Source: an optimization exercise on an open RTL-to-GDS flow (aim: small area). Production flows keep margins and buffers that such runs may drop.
Only simulation tests tie the RTL to the original design; equivalence was not proved.

## flow/design.v (module list and top-level ports; edited modules follow where they fit)
// module Posit_div_N32_ES6_PIPE12: 3964 lines
// module posit_dec: 17 lines
// module recip_tab: 267 lines
module Posit_div_N32_ES6_PIPE12(clk, in1, in2, start, out, inf, zero, done);
  // ...
==> flow/flow/run.sh <==
#!/bin/bash
# Standard ORFS layout, with one extra netlist pass between synthesis and floorplan:
# flow/polar.py flips the polarity of full-adder cells (FA(~a,~b,~c) = ~FA(a,b,c))
# where that removes inverters.  Registers and everything else are left as synthesized.
set -euo pipefail
WH=$(grep -o 'WORK_HOME=[^ ]*' standard.sh | head -1 | cut -d= -f2)
R=$WH/results/sky130hd/Posit_div_N32_ES6_PIPE12/base
bash standard.sh "$R/1_2_yosys.v" > synth_make.log 2>&1
cp "$R/1_2_yosys.v" "$R/1_2_yosys.std.v"
python3 flow/polar.py "$R/1_2_yosys.std.v" "$R/1_2_yosys.pol.v" > polar.log 2>&1
cp "$R/1_2_yosys.pol.v" "$R/1_2_yosys.v"
bash standard.sh > layout_make.log 2>&1
==> flow/flow/polar.py <==
#!/usr/bin/env python3
"""Remove inverters around sky130 full adders by flipping adder polarity.

A full adder is self-dual: FA(~a,~b,~c) = (~sum, ~cout).  For each fa cell we may
feed it the complements of its inputs and take the complements of its outputs;
this is done greedily whenever it reduces the number of inverters.
usage: polar.py in.v out.v
"""
import re, sys
from collections import defaultdict

src = open(sys.argv[1]).read()
cell_re = re.compile(r'^(\s*)(sky130_fd_sc_hd__\w+)\s+(\S+)\s*\((.*?)\);\s*$', re.S | re.M)
pin_re = re.compile(r'\.(\w+)\(\s*([^()]*?)\s*\)')

OUTPINS = {'X', 'Y', 'Q', 'Q_N', 'SUM', 'COUT', 'HI', 'LO'}
cells = {}      # name -> [type, {pin: net}]
order = []
pieces = []
pos = 0
for m in cell_re.finditer(src):
    pieces.append(src[pos:m.start()])
    pieces.append(('CELL', m.group(3)))
    pos = m.end()
    pins = dict(pin_re.findall(m.group(4)))
    cells[m.group(3)] = [m.group(2), pins]
    order.append(m.group(3))
pieces.append(src[pos:])
# nets used outside cells (assigns, ports) are external
ext = set()
for p in pieces:
    if isinstance(p, str):
        for line in p.split('\n'):
            l = line.strip()
            if l.startswith('assign') or l.startswith('output') or l.startswith('input'):
                for tok in re.findall(r'\\\S+|[A-Za-z_][\w$]*(?:\[\d+\])?', l):
                    ext.add(tok)
                    ext.add(re.sub(r'\[\d+\]$', '', tok))

def is_ext(net):
    return net in ext or re.sub(r'\[\d+\]$', '', net) in ext

driver = {}
loads = defaultdict(set)
def rebuild():
    driver.clear(); loads.clear()
    for c, (t, pins) in cells.items():
        for p, n in pins.items():
            if p in OUTPINS: driver[n] = (c, p)
            else: loads[n].add((c, p))
rebuild()

def is_inv(c): return cells[c][0].startswith('sky130_fd_sc_hd__inv_')
newid = [0]
newnets = []
def new_net():
    newid[0] += 1
    n = f"_pol{newid[0]}_"
    newnets.append(n)
    return n
def inv_of(net):
    """an existing inverter driven by net, if any"""
    for c, p in loads.get(net, ()):
        if is_inv(c): return c
    return None
def add_inv(a, y):
    newid[0] += 1
    c = f"_polinv{newid[0]}_"
    cells[c] = ['sky130_fd_sc_hd__inv_1', {'A': a, 'Y': y}]
    order.append(c)
    driver[y] = (c, 'Y'); loads[a].add((c, 'A'))
    return c
def del_cell(c):
    t, pins = cells.pop(c)
    for p, n in pins.items():
        if p in OUTPINS: driver.pop(n, None)
        else: loads[n].discard((c, p))
def connect(c, p, net):
    old = cells[c][1][p]
    if p in OUTPINS: driver.pop(old, None); driver[net] = (c, p)
    else: loads[old].discard((c, p)); loads[net].add((c, p))
    cells[c][1][p] = net

XSWAP = {'sky130_fd_sc_hd__xor2_1': 'sky130_fd_sc_hd__xnor2_1',
         'sky130_fd_sc_hd__xnor2_1': 'sky130_fd_sc_hd__xor2_1'}
def is_x(c): return cells[c][0] in XSWAP
def xswap(c):
    t, pins = cells[c]
    nt = XSWAP[t]
    cells[c][0] = nt
    if 'X' in pins: pins['Y'] = pins.pop('X'); driver[pins['Y']] = (c, 'Y')
    elif 'Y' in pins: pins['X'] = pins.pop('Y'); driver[pins['X']] = (c, 'X')
def free_compl_driver(n):
    """driver cell whose type can be swapped to complement net n for free"""
    d = driver.get(n)
    if d and is_x(d[0]) and len(loads[n]) == 1 and not is_ext(n): return d[0]
    return None

def gain(f):
    pins = cells[f][1]
    g = 0
    for p in ('A', 'B', 'CIN'):
        n = pins[p]
        d = driver.get(n)
        if d and is_inv(d[0]):
            # complement available for free; inverter removable if only load
            if len(loads[n]) == 1 and not is_ext(n): g += 1
        elif free_compl_driver(n):
            pass
        else:
            if inv_of(n) is None: g -= 1
    for p in ('SUM', 'COUT'):
        n = pins[p]
        ld = loads.get(n, set())
        invl = [c for c, q in ld if is_inv(c)]
        xl = [c for c, q in ld if is_x(c)]
        other = len(ld) - len(invl) - len(xl)
        g += len(invl)
        if other > 0 or is_ext(n): g -= 1
    return g

def flip(f):
    pins = cells[f][1]
    for p in ('A', 'B', 'CIN'):
        n = pins[p]
        d = driver.get(n)
        if d and is_inv(d[0]):
            src_net = cells[d[0]][1]['A']
            connect(f, p, src_net)
            if not loads[n] and not is_ext(n): del_cell(d[0])
        elif free_compl_driver(n):
            xswap(free_compl_driver(n))
        else:
            i = inv_of(n)
            if i is None:
                y = new_net(); add_inv(n, y)
            else:
                y = cells[i][1]['Y']
            connect(f, p, y)
    for p in ('SUM', 'COUT'):
        n = pins[p]
        phys = new_net()
        connect(f, p, phys)
        for c, q in list(loads.get(n, ())):
            if is_inv(c):
                y = cells[c][1]['Y']
                for c2, q2 in list(loads.get(y, ())):
                    connect(c2, q2, phys)
                if is_ext(y):
                    # keep a buffer-free path: y must still be driven -> keep inverter off phys? use buf
                    cells[c][1]['A'] = phys; loads[n].discard((c, 'A')); loads[phys].add((c, 'A'))
                    cells[c][0] = 'sky130_fd_sc_hd__buf_1'
                else:
                    del_cell(c)
            elif is_x(c):
                xswap(c)
                connect(c, q, phys)
        if loads.get(n) or is_ext(n):
            add_inv(phys, n)

import random, copy
random.seed(1)
fas = [c for c in order if cells[c][0].startswith('sky130_fd_sc_hd__fa_')]
ninv0 = sum(1 for c in cells if is_inv(c))
total = 0
def ninv(): return sum(1 for c in cells if is_inv(c))
def snapshot(): return (copy.deepcopy(cells), list(order), list(newnets), newid[0])
best = (ninv(), snapshot())
for it in range(200):
    changed = 0
    fl = list(fas); random.shuffle(fl)
    for f in fl:
        if f not in cells: continue
        g = gain(f)
        if g > 0 or (g == 0 and it < 180 and random.random() < 0.3):
            flip(f); changed += 1
    total += changed
    n = ninv()
    if n < best[0]: best = (n, snapshot())
    if not changed: break
cells, order, newnets, newid[0] = best[1][0], best[1][1], best[1][2], best[1][3]
rebuild()
# cleanup: absorb remaining inverters into xor/xnor cells
for c in list(cells):
    if c not in cells or not is_inv(c): continue
    a = cells[c][1]['A']; y = cells[c][1]['Y']
    if is_ext(y): continue
    d = free_compl_driver(a)
    if d:
        xswap(d)
        for c2, q2 in list(loads.get(y, ())): connect(c2, q2, a)
        del_cell(c); continue
    ld = list(loads.get(y, ()))
    if ld and all(is_x(c2) for c2, q2 in ld) and len(set(c2 for c2, q2 in ld)) == len(ld):
        for c2, q2 in ld:
            xswap(c2)
            connect(c2, q2, a)
        del_cell(c)
ninv1 = sum(1 for c in cells if is_inv(c))
sys.stderr.write(f"polar: flipped {total} adders, inverters {ninv0} -> {ninv1}\n")

# write out
out = []
first_cell = True
for p in pieces:
    if isinstance(p, str):
        out.append(p)
    else:
        c = p[1]
        if first_cell:
            first_cell = False
            out.append("".join(f"  wire {n};\n" for n in newnets))
            # new cells
            for c2 in order:
                if c2.startswith('_polinv') and c2 in cells:
                    t, pins = cells[c2]
                    out.append(f"  {t} {c2} (\n" + ",\n".join(f"    .{k}({v}{' ' if v.startswith(chr(92)) else ''})" for k, v in pins.items()) + "\n  );\n")
        if c in cells:
            t, pins = cells[c]
            out.append(f"  {t} {c} (\n" + ",\n".join(f"    .{k}({v}{' ' if v.startswith(chr(92)) else ''})" for k, v in pins.items()) + "\n  );")
        else:
            out.append("")
open(sys.argv[2], 'w').write("".join(out))
==> flow/standard.sh <==
#!/bin/bash
# synth_recipe.tcl (not shown) runs the flow's synth.tcl, then flattens the netlist and writes it again
# the make line also repeats each setting of config.mk as NAME=value (left out here)
make -C /OpenROAD-flow-scripts/flow DESIGN_CONFIG=/design/flow/config.mk WORK_HOME=/design/flow/orfs CLKGATE_MAP_FILE= SYNTH_SCRIPT=/design/flow/synth_recipe.tcl "${@:-finish}"
==> flow/config.mk <==
export PLATFORM = sky130hd
export DESIGN_NAME = Posit_div_N32_ES6_PIPE12
export DESIGN_NICKNAME = Posit_div_N32_ES6_PIPE12
export VERILOG_FILES = /design/flow/design.v
export SDC_FILE = /design/flow/constraint.sdc
export NUM_CORES = 4
export LEC_CHECK = 0
export ABC_AREA = 1
export CAP_MARGIN = 5
export CORE_MARGIN = 2
export CORE_UTILIZATION = 65
export CTS_BUF_LIST = sky130_fd_sc_hd__clkbuf_8
export SLEW_MARGIN = 5
==> flow/constraint.sdc <==
create_clock -name core_clock -period 9.0 [get_ports {clk}]
set_input_delay 1.8000 -clock core_clock [delete_from_list [all_inputs] [get_ports {clk}]]
set_output_delay 1.8000 -clock core_clock [all_outputs]
set_load 0.01 [all_outputs]
==> run notes, run 1 <==
max reg flops 29; invs w/o clock roughly 700; commonest non-fill, non-tap cell in the layout nand2_1; Mapped Cells ~6700; HPWL after DPL 116900 um; slowest CP cell clkdlybuf4s50_1; CTS root buf clkbuf_8; worst-skew pair later-pin latency 0.71 ns; Post-Syn Area about 55000 sq um; grt ovf 0; Worst Tran Pin Value approximately 1.1 ns; highest metal used met5; worst-path fanout max 28; Final WS setup about 0.74 ns; Clock-cell share 2.856%; Final Cell Area around 58000 sq um; drt pass-1 iters 9; area delta synth->final 6.403%; fin nets 7640; CP Buf/Inv Count 3; fraction of area in multi-input gates 71.38%; comb_multi_in 5167; status no timing/DRC/antenna violations; number of non-clock buffers 227; reg2reg end Rf_r5[22]; Setup Fix Bufs, Post-CTS 0; Clock Skew 0.06442 ns; CP Data Required Time 7.20 ns; WP data arrival 6.46 ns; Final setup viols 0; TritonCTS buffer count ~80; CTS clk-pin slew, worst paths 0.09 ns
==> run 2: changes to the inputs <==
--- a/flow/config.mk
+++ b/flow/config.mk
@@ -6,8 +6,8 @@
 export NUM_CORES = 4
 export LEC_CHECK = 0
 export ABC_AREA = 1
-export CAP_MARGIN = 5
+export CAP_MARGIN = 20
 export CORE_MARGIN = 2
-export CORE_UTILIZATION = 65
+export CORE_UTILIZATION = 55
 export CTS_BUF_LIST = sky130_fd_sc_hd__clkbuf_8
-export SLEW_MARGIN = 5
+export SLEW_MARGIN = 20
==> run 2 against run 1 <==
Against the previous run:
- flip-flop and latch count is the same
- still clean on timing, DRC and antenna
- via count fell by 1.6%
- largest cell class unchanged
- global-route usage fell by 4.3 points
==> run notes, run 2 <==
r2r setup slk 1.26 ns; Final setup viols 0 (unchanged); vias in the first global route 45761; r2r worst-path depth 35; initial antenna violation count 5; I/O pin count 101; # rows 115; Longest Clk Path Bufs 3; CTS root buf clkbuf_8; TritonCTS buffer count 81 (+3.8%); # DRC 0; first-pass GRT wire length 251400 um; share of cells above drive strength 1 6.906%; Vias 46399; Starting Density 55.51%; reg2reg end Rf_r5[22]; commonest non-fill, non-tap cell in the layout nand2_1; max incr delay on CP 0.55 ns; r2r startpoint ny2_r4[1]; CP Buf/Inv Count 4 (+1); CP Data Required Time 7.20 ns (about the same); Worst Tran Pin Value 1.042 ns (-0.04249 ns); CP startpoint pm_r6[28]; area delta synth->final 7.567%; worst hold-check path type flip-flop to flip-flop; DR iter-0 viols 4069; Mapped Cells 6671 (unchanged); drt pass-1 iters 6 (-3); CTS tree built; Startpoint Class flip-flop; syn avg cell area 8.202 sq um; min cycle time layout 8.172 ns; commonest non-fill, non-tap cells in the layout nand2_1 (887), xor2_1 (697), o22ai_1 (667); clk sinks 451; Top reg by flops pm_r6; GRT Total Usage 30.61%; pin count of the biggest net entering global routing 49; status no timing/DRC/antenna violations; fin nets 7662 (+0.29%); YS warnings 3; Antenna Nets Post-Route 0; Final Cell Area 58850 sq um (+1.1%); WP data arrival 6.37 ns (-0.09 ns); die extent in x 319.4 um; # Max-Cap Violations 0; routed vias/inst 5.795; core box area ~99000 sq um; crit path to out[23]; HPWL after DPL 121300 um (+3.8%); wire per inst between 15 and 20 um; max reg flops 29 (unchanged); slowest CP cell clkdlybuf4s50_1; FMAX 0.1224 GHz; Vert. Die Dim 319.4 um; Core Util, Final 59.71%; H-Tree Depth 3; worst-skew pair later-pin latency 0.74 ns (+0.03 ns); cts hold-fix bufs 0; Clock Skew 0.05497 ns (-0.009450 ns); total die area approximately 100000 sq um; WL final around 160000 um; CP delay by family, top simple AND/OR/NAND/NOR gates; CTS clk-pin slew, worst paths 0.06 ns (-0.03 ns); IO Port Bufs 100; Slew Limit Headroom approximately 29%; worst-path fanout max 16 (-43%); grt ovf 0 (unchanged); Final Wtd Congestion 0.9507; Tcrit/Tclk final 90.80%; Post-Syn Area 54710 sq um (unchanged); WP depth 34; Slew Viols, Final 0; Critical Path Most Common Cell nor2_2; Placed Area around 57000 sq um; WS Path Type flip-flop to primary output; Critical Path Sink Type primary output; final-report hold violation count 0
==> run 2: worst min path at each step <==
stage / end / depth (start not counted) / from / slack (ns)
after floorplan: de_r3[0] / 0 / de_r2[0] / 0.31
after global placement: vld_r3 / 0 / vld_r2 / 0.31
after detailed placement: de_r3[2] / 0 / de_r2[2] / 0.31
after CTS: m1_r4[24] / 0 / m1_r3[24] / 0.29
after global routing: m1_r4[24] / 0 / m1_r3[24] / 0.30
final: m1_r4[24] / 0 / m1_r3[24] / 0.31
==> run 2: final cells by class <==
cell class                      instances  area (sq um)
Multi-Input combinational cell       5167         41570
Fill cell                            9148         39710
Sequential cell                       451          9032
Timing Repair Buffer                  246          2101
Clock buffer                          105          1445
Tap cell                             1287          1610
Inverter                              706          2658
Clock inverter                         44         432.9
Antenna cell                            1         2.502
==> run 2: what timing repair did <==
| item | CTS | global route |
|---|---|---|
| endpoints found under the setup margin | 0 | 5 |
| setup buffers | 0 | 2 |
| gates resized for setup | 0 | 3 |
==> run 2: stage by stage <==
step / instances / setup TNS, ns / hold slack [ns] / setup slack, ns
final: 8007 / 0 / 0.3124 / 0.8280
after global routing: 8007 / -0.01038 / 0.3035 / -0.01038
after CTS: 8003 / 0 / 0.2918 / 0.2165
after detailed placement: 7854 / 0 / 0.3121 / 1.019
after global placement: 7854 / 0 / 0.3097 / 1.051
after floorplan: 6672 / 0 / 0.3096 / 1.883
==> run 2: metal layers <==
layer / track usage, % / part of all wire [%] / vias up / routed length, um
met5: 0 / 0.0084 / - / 13
met4: 9.686 / 3.0 / 2 / 4663
met3: 4.191 / 6.8 / 297 / 10640
met2: 50.26 / 47 / 1697 / 72380
met1: 41.78 / 44 / 22173 / 67750
li1: - / - / 22230 / -
==> run 3: changes to the inputs <==
--- a/flow/flow/polar.py
+++ b/flow/flow/polar.py
@@ -50,7 +50,7 @@
             else: loads[n].add((c, p))
 rebuild()
 
-def is_inv(c): return cells[c][0].startswith('sky130_fd_sc_hd__inv_')
+def is_inv(c): return cells[c][0].startswith(('sky130_fd_sc_hd__inv_', 'sky130_fd_sc_hd__clkinv_'))
 newid = [0]
 newnets = []
 def new_net():
--- a/flow/config.mk
+++ b/flow/config.mk
@@ -6,8 +6,9 @@
 export NUM_CORES = 4
 export LEC_CHECK = 0
 export ABC_AREA = 1
-export CAP_MARGIN = 20
+export CAP_MARGIN = 5
 export CORE_MARGIN = 2
-export CORE_UTILIZATION = 55
-export CTS_BUF_LIST = sky130_fd_sc_hd__clkbuf_8
-export SLEW_MARGIN = 20
+export CORE_UTILIZATION = 65
+export CTS_BUF_LIST = sky130_fd_sc_hd__clkbuf_4
+export CTS_CLUSTER_SIZE = 24
+export SLEW_MARGIN = 5
==> run 3 against run 2 <==
Against the previous run:
- still clean
- clock skew rose by 0.023 ns
- clock-buffer cell count rose by 58
- die area fell by 15%
- global-route usage rose by 4.3 points
- fmax fell by 2.2%
- cell area fell by 0.98%
- worst setup slack got worse by 0.19 ns
- wire length fell by 2.7%
- non-clock buffer count fell by 8
- via count rose by 2.5%
- first-iteration DRC count rose by 10%
- highest routed layer unchanged
==> run notes, run 3 <==
fin nets 7679 (+0.22%); Mapped Cells 6666 (-0.075%); Antenna Nets Post-Route 0 (unchanged); slowest CP cell clkdlybuf4s50_1; WP data arrival 6.56 ns (+0.19 ns); # rows 106 (-7.8%); Core Util, Final 69.85% (+10 points); final-report hold violation count 0 (unchanged); CTS tree built; Clock Skew 0.07758 ns (+0.02260 ns); commonest non-fill, non-tap cells in the layout nand2_1 (887), xor2_1 (707), o22ai_1 (667); syn avg cell area 8.205 sq um (about the same); Starting Density 65.56% (+10 points); TritonCTS buffer count 111 (+37%); status no timing/DRC/antenna violations; storage element area 9032 sq um (unchanged); FMAX 0.1197 GHz (-2.2%); CTS root buf clkbuf_4; # Max-Cap Violations 0 (unchanged); dpl cells 7627 (-2.9%); WS Path Type flip-flop to primary output; IO Port Bufs 100 (unchanged); CP Data Required Time 7.20 ns (about the same); TNS Setup 0 ns (unchanged); initial antenna violation count 5 (unchanged); CP startpoint pm_r6[28]; commonest non-fill, non-tap cell in the layout nand2_1; Tcrit/Tclk final 92.86% (+2.1 points); routed vias/inst 6.061 (+4.6%); vias in the first global route 46452 (+1.5%); Top reg by flops pm_r6; Longest Clk Path Bufs 3 (unchanged); HPWL after DPL 117000 um (-3.6%); fillers 6966 (-24%); total die area 86480 sq um (-15%); YS warnings 3 (unchanged); Vias 47576 (+2.5%); first-pass GRT wire length 243200 um (-3.3%); die extent in x 294.1 um (-7.9%); worst hold margin 0.2611 ns (-0.05121 ns); DR iter-0 viols 4477 (+10%); # DRC 0 (unchanged); worst-skew pair later-pin latency 1.00 ns (+0.26 ns); worst-path fanout max 28 (+12); H-Tree Depth 3 (unchanged); drt pass-1 iters 6 (unchanged); worst hold-check path type flip-flop to flip-flop; Final Wtd Congestion 0.9726 (+2.3%); r2r startpoint ny2_r4[7]; Worst Tran Pin Value 1.121 ns (+0.07942 ns); Slew Limit Headroom 24.98% (-3.6 points); multi-input logic area 41570 sq um (about the same); clk sinks 451 (unchanged); I/O pin count 101 (unchanged); min cycle time layout 8.358 ns (+0.1856 ns); share of cells above drive strength 1 7.424% (+0.52 points); GRT Total Usage 34.91% (+4.3 points); CTS clk-pin slew, worst paths 0.07 ns (about the same); max incr delay on CP 0.55 ns (about the same); area delta synth->final 6.545%; Vert. Die Dim 294.1 um (-7.9%); pin count of the biggest net entering global routing 49 (unchanged); Startpoint Class flip-flop; wire per inst 19.27 um (-0.75%); cts hold-fix bufs 0 (unchanged); Post-Syn Area 54690 sq um (about the same); Critical Path Sink Type primary output; Final setup viols 0 (unchanged); core box area 83420 sq um (-15%); max reg flops 29 (unchanged); Hold Crit Start m_r2[21]; WL final 151200 um (-2.7%); Slew Viols, Final 0 (unchanged); final non-filler cell total 7849 (-2.0%); grt ovf 0 (unchanged); RSZ-0062 raised after global routing false
-- run 3: layout make-up --
class,instances,area share (%)
Antenna cell,7,0.03006
Clock buffer,163,2.100
Clock inverter,42,0.6849
Inverter,701,4.528
Multi-Input combinational cell,5167,71.33
Sequential cell,451,15.50
Tap cell,1080,2.319
Timing Repair Buffer,238,3.508
-- run 3: path summary, 6_finish.rpt --
| kind | end | slack (ns) | cells after the start |
|---|---|---|---|
| setup / recovery | out[23] | 0.64 | 33 |
| hold / removal | m_r3[21] | 0.26 | 0 |
| setup reg to reg | Rf_r5[22] | 1.00 | 35 |
| hold reg to reg | m_r3[21] | 0.26 | 0 |
-- run 3: per-stage QoR --
stage | instance area, sq um | setup WS (ns)
floorplan | 54700 | 1.706
finish | 58270 | 0.6424
global route | 58270 | 0.01820
CTS | 58170 | 0.1588
global placement | 56540 | 0.7406
detailed placement | 56540 | 0.7285
-- run 3: worst max-delay path, delay by kind of cell (launching register included) --
kind            cells  cell delay [ns]
compound gates      7             1.22
xor+xnor            1             0.19
buf+inv             3             0.88
flops               1             0.44
simple gates       22             2.85
-- run 3: routing by layer --
| layer | up-vias | track usage, % | part of all wire (%) |
|---|---|---|---|
| li1 | 22292 | - | - |
| met1 | 22507 | 45.84 | 41 |
| met2 | 2273 | 56.50 | 46 |
| met3 | 502 | 6.065 | 8.6 |
| met4 | 2 | 15.63 | 4.6 |
| met5 | - | 0 | 0.0079 |
-- run 3: timing repair --
| action | 4_1_cts | 5_1_grt |
|---|---|---|
| setup endpoints to repair | 1 | 5 |
| cloned | 0 | 1 |
| endpoints found under the hold margin | 0 | 0 |
| resized for setup | 1 | 5 |
| setup buffers | 0 | 9 |
==> run 4: changes to the inputs <==
==> flow/flow/run.sh (replaced) <==
#!/bin/bash
# Standard ORFS layout with two changes to synthesis-level logic optimisation:
#  1. synthesis runs with ABC_AREA's script minus its buffering and gate sizing
#     (flow/abc_area.script); the layout's repair steps size and buffer afterwards;
#  2. flow/polar.py flips the polarity of full-adder cells (FA(~a,~b,~c) = ~FA(a,b,c))
#     where that removes inverters.
# Registers are left exactly as the standard synthesis makes them.
set -euo pipefail
WH=$(grep -o 'WORK_HOME=[^ ]*' standard.sh | head -1 | cut -d= -f2)
R=$WH/results/sky130hd/Posit_div_N32_ES6_PIPE12/base
rm -rf myscripts
cp -r "$FLOW_HOME/scripts" myscripts
cp flow/abc_area.script myscripts/abc_area.script
bash standard.sh SCRIPTS_DIR="$PWD/myscripts" "$R/1_2_yosys.v" > synth_make.log 2>&1
cp "$R/1_2_yosys.v" "$R/1_2_yosys.std.v"
python3 flow/polar.py "$R/1_2_yosys.std.v" "$R/1_2_yosys.pol.v" > polar.log 2>&1
cp "$R/1_2_yosys.pol.v" "$R/1_2_yosys.v"
bash standard.sh > layout_make.log 2>&1
==> flow/flow/abc_area.script (new file) <==
strash
dch
map -B 0.9
topo
--- a/flow/config.mk
+++ b/flow/config.mk
@@ -9,6 +9,5 @@
 export CAP_MARGIN = 5
 export CORE_MARGIN = 2
 export CORE_UTILIZATION = 65
-export CTS_BUF_LIST = sky130_fd_sc_hd__clkbuf_4
-export CTS_CLUSTER_SIZE = 24
+export CTS_BUF_LIST = sky130_fd_sc_hd__clkbuf_8
 export SLEW_MARGIN = 5
==> run 4 against run 3 <==
Against the previous run:
- sequential share of layout area barely moved
- fmax fell by 2.1%
- synthesized cell count fell by 5.5%
- cell count fell by 1.2%
- core utilization rose by 2.4 points
- global-route usage rose by 3.0 points
- area after synthesis fell by 3.5%
- critical path type unchanged
- critical endpoint is now out[22]
- highest routed layer unchanged
==> run notes, run 4 <==
status no timing/DRC/antenna violations; WS Path Type flip-flop to primary output; RSZ-0062 raised after global routing false; worst-skew pair later-pin latency 0.71 ns (-0.29 ns); WP depth 31 (-6.1%); Critical Path Sink Type primary output; commonest non-fill, non-tap cells in the layout nand2_1 (906), xor2_1 (677), o22ai_1 (667); core box area 80420 sq um (-3.6%); Startpoint Class flip-flop; WP data arrival 6.74 ns (+0.18 ns); r2r setup slk 0.55 ns (-0.45 ns); Core Util, Final 72.25% (+2.4 points); Placed Area 56440 sq um (-0.19%); Longest Clk Path Bufs 3 (unchanged); CP startpoint pm_r6[28]; routed vias/inst 6.175 (+1.9%); fillers 6431 (-7.7%); die extent in x 288.9 um (-1.8%); DR iter-0 viols 4949 (+11%); Hold Crit Start sgn_r3; Top reg by flops pm_r6; total die area 83470 sq um (-3.5%); slowest CP cell clkdlybuf4s50_1; Setup Fix Bufs, Post-CTS 0 (unchanged); Tcrit/Tclk final 94.84% (+2.0 points); Slew Limit Headroom 22.14% (-2.8 points); share of cells above drive strength 1 6.049% (-1.4 points); Final setup viols 0 (unchanged); clk sinks 451 (unchanged); cts hold-fix bufs 0 (unchanged); worst hold-check path type flip-flop to flip-flop; Post-Syn Area 52770 sq um (-3.5%); Starting Density 65.62% (about the same); Clock Skew 0.04929 ns (-0.02829 ns); CP delay by family, top simple AND/OR/NAND/NOR gates; CTS tree built; dpl cells 7625 (-0.026%); YS warnings 3 (unchanged); pin count of the biggest net entering global routing 51 (+4.1%); Final Wtd Congestion 0.9889 (+1.7%); # DRC 0 (unchanged); IO Port Bufs 100 (unchanged); crit path to out[22]; vias in the first global route 46606 (+0.33%); Worst Tran Pin Value 1.164 ns (+0.04247 ns); min cycle time layout 8.536 ns (+0.1781 ns); syn avg cell area 8.380 sq um (+2.1%); final non-filler cell total 7757 (-1.2%); Vias 47902 (+0.69%); first-pass GRT wire length 250200 um (+2.9%); Antenna Nets Post-Route 0 (unchanged); Vert. Die Dim 288.9 um (-1.8%); final-report hold violation count 0 (unchanged); Mapped Cells 6297 (-5.5%); worst-path fanout max 20 (-29%); worst hold margin 0.3039 ns (+0.04275 ns); Final Cell Area 58100 sq um (-0.30%); grt ovf 0 (unchanged); Slew Viols, Final 0 (unchanged); drt pass-1 iters 9 (+3); GRT Total Usage 37.94% (+3.0 points); initial antenna violation count 4 (-1); r2r worst-path depth 34 (-2.9%); WL final 158600 um (+4.9%); hold depth 0 (unchanged); TNS Setup 0 ns (unchanged); area delta synth->final 10.11%; CP Data Required Time 7.20 ns (about the same); CTS root buf clkbuf_8; Critical Path Most Common Cell nand2_1; max reg flops 29 (unchanged); # rows 104 (-1.9%); r2r startpoint ny2_r4[1]; max incr delay on CP 0.53 ns (-0.02 ns); FMAX 0.1172 GHz (-2.1%); I/O pin count 101 (unchanged); CP Buf/Inv Count 5 (+2); CTS clk-pin slew, worst paths 0.08 ns (about the same); wire per inst 20.44 um (+6.1%); H-Tree Depth 3 (unchanged); TritonCTS buffer count 72 (-35%); commonest non-fill, non-tap cell in the layout nand2_1; HPWL after DPL 122500 um (+4.7%); # Max-Cap Violations 0 (unchanged); fin nets 7649 (-0.39%); reg2reg end Rf_r5[22]
run 4: layout make-up:
| cell class | instances | area [sq um] | share of cell area [%] |
|---|---|---|---|
| timing repair buffer | 268 | 2303 | 3.965 |
| antenna | 2 | 5.005 | 0.008614 |
| tap | 1060 | 1326 | 2.283 |
| inverter | 681 | 2567 | 4.419 |
| clock buffer | 87 | 1197 | 2.061 |
| multi-input combinational | 5166 | 41320 | 71.12 |
| sequential | 451 | 9032 | 15.55 |
| clock inverter | 42 | 349.1 | 0.6008 |
run 4: per-layer routing:
metal / GRT usage [%] / wire length (um) / vias up
li1: - / - / 22223
met1: 50.81 / 63530 / 22464
met2: 59.00 / 70660 / 2679
met3: 9.339 / 17540 / 532
met4: 15.55 / 6823 / 4
met5: 0 / 25 / -
run 4: worst min path at each step:
stage	slack, ns	endpoint
after global routing	0.32	m1_r5[10]
after CTS	0.31	sgn_r4
after global placement	0.31	vld_r6
after floorplan	0.31	de_r3[0]
final	0.30	sgn_r4
after detailed placement	0.31	m1_r5[3]
run 4: repair_timing:
| action | 4_1_cts | 5_1_grt |
|---|---|---|
| pin swaps | 0 | 1 |
| setup endpoints to repair | 5 | 7 |
| gates resized for setup | 7 | 30 |
| cloned | 0 | 1 |
run 4: metrics by stage:
| stage | setup slack (ns) |
|---|---|
| 2_1_floorplan | -0.1585 |
| 3_3_place_gp | 0.3560 |
| 3_5_place_dp | 0.2548 |
| 4_1_cts | 0.06763 |
| 5_1_grt | 0.03333 |
| 6_report | 0.4643 |
==> run 5: changes to the inputs <==
--- a/flow/flow/run.sh
+++ b/flow/flow/run.sh
@@ -1,7 +1,7 @@
 #!/bin/bash
 # Standard ORFS layout with two changes to synthesis-level logic optimisation:
-#  1. synthesis runs with ABC_AREA's script minus its buffering and gate sizing
-#     (flow/abc_area.script); the layout's repair steps size and buffer afterwards;
+#  1. synthesis runs with an area-only ABC script (flow/abc_area.script: no buffering or
+#     gate upsizing in ABC; the layout's repair steps size and buffer afterwards);
 #  2. flow/polar.py flips the polarity of full-adder cells (FA(~a,~b,~c) = ~FA(a,b,c))
 #     where that removes inverters.
 # Registers are left exactly as the standard synthesis makes them.
==> flow/flow/abc_area.script (replaced) <==
strash
dch -f
map -a
mfs2
strash
dch -f
map -a
topo
--- a/flow/flow/polar.py
+++ b/flow/flow/polar.py
@@ -50,7 +50,7 @@
             else: loads[n].add((c, p))
 rebuild()
 
-def is_inv(c): return cells[c][0].startswith(('sky130_fd_sc_hd__inv_', 'sky130_fd_sc_hd__clkinv_'))
+def is_inv(c): return cells[c][0].startswith('sky130_fd_sc_hd__inv_')
 newid = [0]
 newnets = []
 def new_net():
--- a/flow/config.mk
+++ b/flow/config.mk
@@ -6,8 +6,8 @@
 export NUM_CORES = 4
 export LEC_CHECK = 0
 export ABC_AREA = 1
-export CAP_MARGIN = 5
+export CAP_MARGIN = 20
 export CORE_MARGIN = 2
-export CORE_UTILIZATION = 65
+export CORE_UTILIZATION = 55
 export CTS_BUF_LIST = sky130_fd_sc_hd__clkbuf_8
-export SLEW_MARGIN = 5
+export SLEW_MARGIN = 20
==> run 5 against run 4 <==
Against the previous run:
- non-clock buffer count is 162 higher
- synthesized cell count is 5.0% higher
- worst setup slack worse by 0.10 ns
- area after synthesis rose by 1.9%
- first-iteration DRC count shrank 21%
- core utilization decreased by 9.1 points
- via count grew 0.46%
==> run notes, run 5 <==
status no timing/DRC/antenna violations; dpl cells 8301 (+8.9%); min cycle time layout 8.639 ns (+0.1028 ns); WP data arrival 6.84 ns (+0.10 ns); core box area 96850 sq um (+20%); vias in the first global route 47590 (+2.1%); CTS tree built; first-pass GRT wire length 256400 um (+2.5%); grt ovf 0 (unchanged); Final setup viols 0 (unchanged); commonest non-fill, non-tap cells in the layout clkinv_1 (1125), xor2_1 (846), nand2_1 (711); share of cells above drive strength 1 9.104% (+3.1 points); CP delay by family, top simple AND/OR/NAND/NOR gates; H-Tree Depth 3 (unchanged); Antenna Nets Post-Route 0 (unchanged); WP depth 37 (+19%); total die area 100300 sq um (+20%); Seq/Total Area, Yosys 16.79%; top post-synthesis cells by area fa_1 (22%), dfxtp_1 (17%), xor2_1 (14%); commonest non-fill, non-tap cell in the layout clkinv_1; CP startpoint pm_r6[28]; slowest CP cell clkdlybuf4s50_1; syn avg cell area 8.129 sq um (-3.0%); CTS root buf clkbuf_8; final-report hold violation count 0 (unchanged); worst-skew pair later-pin latency 0.74 ns (+0.03 ns); busiest grt layer met2; YS warnings 3 (unchanged); WL final 160500 um (+1.2%); Vias 48120 (+0.46%); # Max-Cap Violations 0 (unchanged); clk sinks 451 (unchanged); RSZ-0062 raised after global routing true; Post-Syn Area 53760 sq um (+1.9%); M1 GR Usage 44.05% (-6.8 points); global routing usage on met3 6.109% (-3.2 points); Top reg by flops pm_r6; Tcrit/Tclk final 95.98% (+1.1 points); Critical Path Sink Type primary output; Mapped Cells 6613 (+5.0%); worst-path fanout max 11 (-45%); Slew Limit Headroom 29.08% (+6.9 points); I/O pin count 101 (unchanged); Post-synth EDFFs 0; CP Buf/Inv Count 5 (unchanged); max incr delay on CP 0.61 ns (+0.08 ns); Critical Path Most Common Cell nand2_1; fin nets 8133 (+6.3%); Longest Clk Path Bufs 3 (unchanged); final non-filler cell total 8463 (+9.1%); TritonCTS buffer count 78 (+8.3%); die extent in x 316.6 um (+9.6%); Final Wtd Congestion 0.9485 (-4.1%); ys async rst share 0%; r2r startpoint Rf_r5[3]; r2r worst-path depth 51 (+50%); area share of the largest cell type after synthesis 22.05%; Starting Density 55.51% (-10 points); routed vias/inst 5.686 (-7.9%); cts hold-fix bufs 0 (unchanged); IO Port Bufs 100 (unchanged); WS Path Type flip-flop to primary output; area delta synth->final 13.84%; flops & latches, synth 451; max reg flops 29 (unchanged); Slew Viols, Final 0 (unchanged); DR iter-0 viols 3898 (-21%); GR Util met2 52.16% (-6.8 points); CP Data Required Time 7.20 ns (about the same); Vert. Die Dim 316.6 um (+9.6%); Startpoint Class flip-flop; # rows 114 (+9.6%); reg2reg end pm_r6[24]; r2r setup slk 0.56 ns (about the same); # DRC 0 (unchanged); initial antenna violation count 4 (unchanged); Most used DFF post-synth dfxtp_1; Commonest cells post-synth clkinv_1 (1144), xor2_1 (846), nand2_1 (720); GRT Total Usage 32.29% (-5.6 points); FMAX 0.1158 GHz (-1.2%); Hold Crit Start m1_r4[4]; Worst Tran Pin Value 1.064 ns (-0.09970 ns); CTS clk-pin slew, worst paths 0.06 ns (-0.02 ns); worst hold-check path type flip-flop to flip-flop; leading area contributor after synthesis fa_1; pin count of the biggest net entering global routing 49 (-3.9%); most common cell in the synthesized netlist clkinv_1; wire per inst 18.97 um (-7.2%); Yosys cell types 45; drt pass-1 iters 8 (-1); Clock Skew 0.04935 ns (+0.00005980 ns); crit path to out[25]; HPWL after DPL 128900 um (+5.3%); worst hold margin 0.3169 ns (+0.01296 ns)
-- run 5: per-layer routing --
layer,up-vias,part of all wire [%]
met5,-,0.0069
met4,2,3.0
met3,346,8.2
met2,1882,45
met1,22856,43
li1,23034,-
-- run 5: area by class of cell --
| class | count | area [sq um] |
|---|---|---|
| multi-input cells | 5019 | 40830 |
| fillers | 8830 | 35650 |
| flip-flops and latches | 451 | 9046 |
| inverters | 1144 | 4308 |
| repair buffers | 430 | 3558 |
| well taps | 1276 | 1597 |
| clock buffers | 100 | 1376 |
| clock inverters | 40 | 476.7 |
| diodes | 3 | 7.507 |
-- run 5: worst min path at each step --
stage	to	slack [ns]	cells past startpoint
after global placement	vld_r3	0.31	0
after CTS	finf_r6	0.32	0
final	m1_r5[4]	0.32	0
after global routing	m_r3[4]	0.32	0
after detailed placement	de_r4[11]	0.31	0
after floorplan	de_r3[0]	0.31	0
-- run 5: what timing repair did --
action,in CTS,in global routing
buffers inserted,2,17
setup endpoints to repair,10,24
pin swaps,2,23
resized for setup,20,149
hold endpoints to repair,0,0
-- run 5: logic make-up (layout without fill, tap and decap cells) --
group / after synthesis / in the layout / synth area share (%)
AND/OR/NAND/NOR: 1480 / 1480 / 11.17
multiplexers: 29 / 29 / 0.5400
flip-flops: 451 / 451 / 16.79
AO/OA/AOI/OAI: 1565 / 1565 / 17.00
buffers and inverters: 1144 / 1714 / 7.988
adder cells (fa/ha/maj): 943 / 943 / 30.21
other: 1 / 5 / 0.006976
XOR/XNOR: 1000 / 1000 / 16.29
-- run 5: stage by stage --
stage	setup WS [ns]	instance area [sq um]	setup TNS, ns	util (%)
2_1_floorplan	-0.1292	53780	-0.1292	-
3_3_place_gp	-0.02944	58820	-0.02944	60.74
3_5_place_dp	-0.1461	58820	-0.1461	60.74
4_1_cts	0.01801	60730	0	62.71
5_1_grt	-0.1951	61200	-0.5393	63.19
6_report	0.3615	61200	0	63.19
-- run 5: worst register-to-register path: cells and delay by family (launching register included) --
kind | cells | cell delay, ns
adder cells (fa/ha/maj) | 6 | 2.78
buffers and inverters | 14 | 1.52
AO/OA/AOI/OAI | 11 | 1.70
AND/OR/NAND/NOR | 19 | 1.79
flip-flops | 1 | 0.41
XOR/XNOR | 1 | 0.12

-- port drivers added, routing unchanged --
Ports are ideal in the flow. The routed layouts listed here were re-timed in OpenROAD.
Step 1: set_driving_cell puts a clkbuf_16 on clk and a buf_2 on each other input, an assumption about the parent block.
Step 2 moves the port delays by t, midway between the first and last clock arrival at a register: inputs arrive t later, outputs are due t later. That takes back most of the time a late clock gives input paths.
a / b / c = ideal / step 1 / step 2; a / b = the first two.
| run | t, ns | setup WS [ns] | hold slack, ns | clock arrival spread, ns | worst register clock-pin slew, ns |
|---|---|---|---|---|---|
| run 1 | 0.749 | 0.740 / 0.672 / 0.894 | 0.297 / 0.297 / 0.297 | 0.067 / 0.068 | 0.09 / 0.09 |
| run 2 | 0.782 | 0.828 / 0.760 / 1.052 | 0.312 / 0.312 / 0.312 | 0.055 / 0.055 | 0.09 / 0.09 |
| run 3 | 1.028 | 0.642 / 0.574 / 0.622 | 0.261 / 0.261 / 0.261 | 0.084 / 0.084 | 0.09 / 0.09 |
| run 4 | 0.738 | 0.464 / 0.403 / 0.550 | 0.304 / 0.304 / 0.304 | 0.058 / 0.058 | 0.08 / 0.08 |
| run 5 | 0.782 | 0.361 / 0.292 / 0.116 | 0.317 / 0.317 / 0.317 | 0.050 / 0.050 | 0.07 / 0.07 |
After both steps every run listed still meets setup and hold. The setup slack of run 5, which loses most, moves by -0.069 ns with the drivers and by -0.245 ns with both steps.
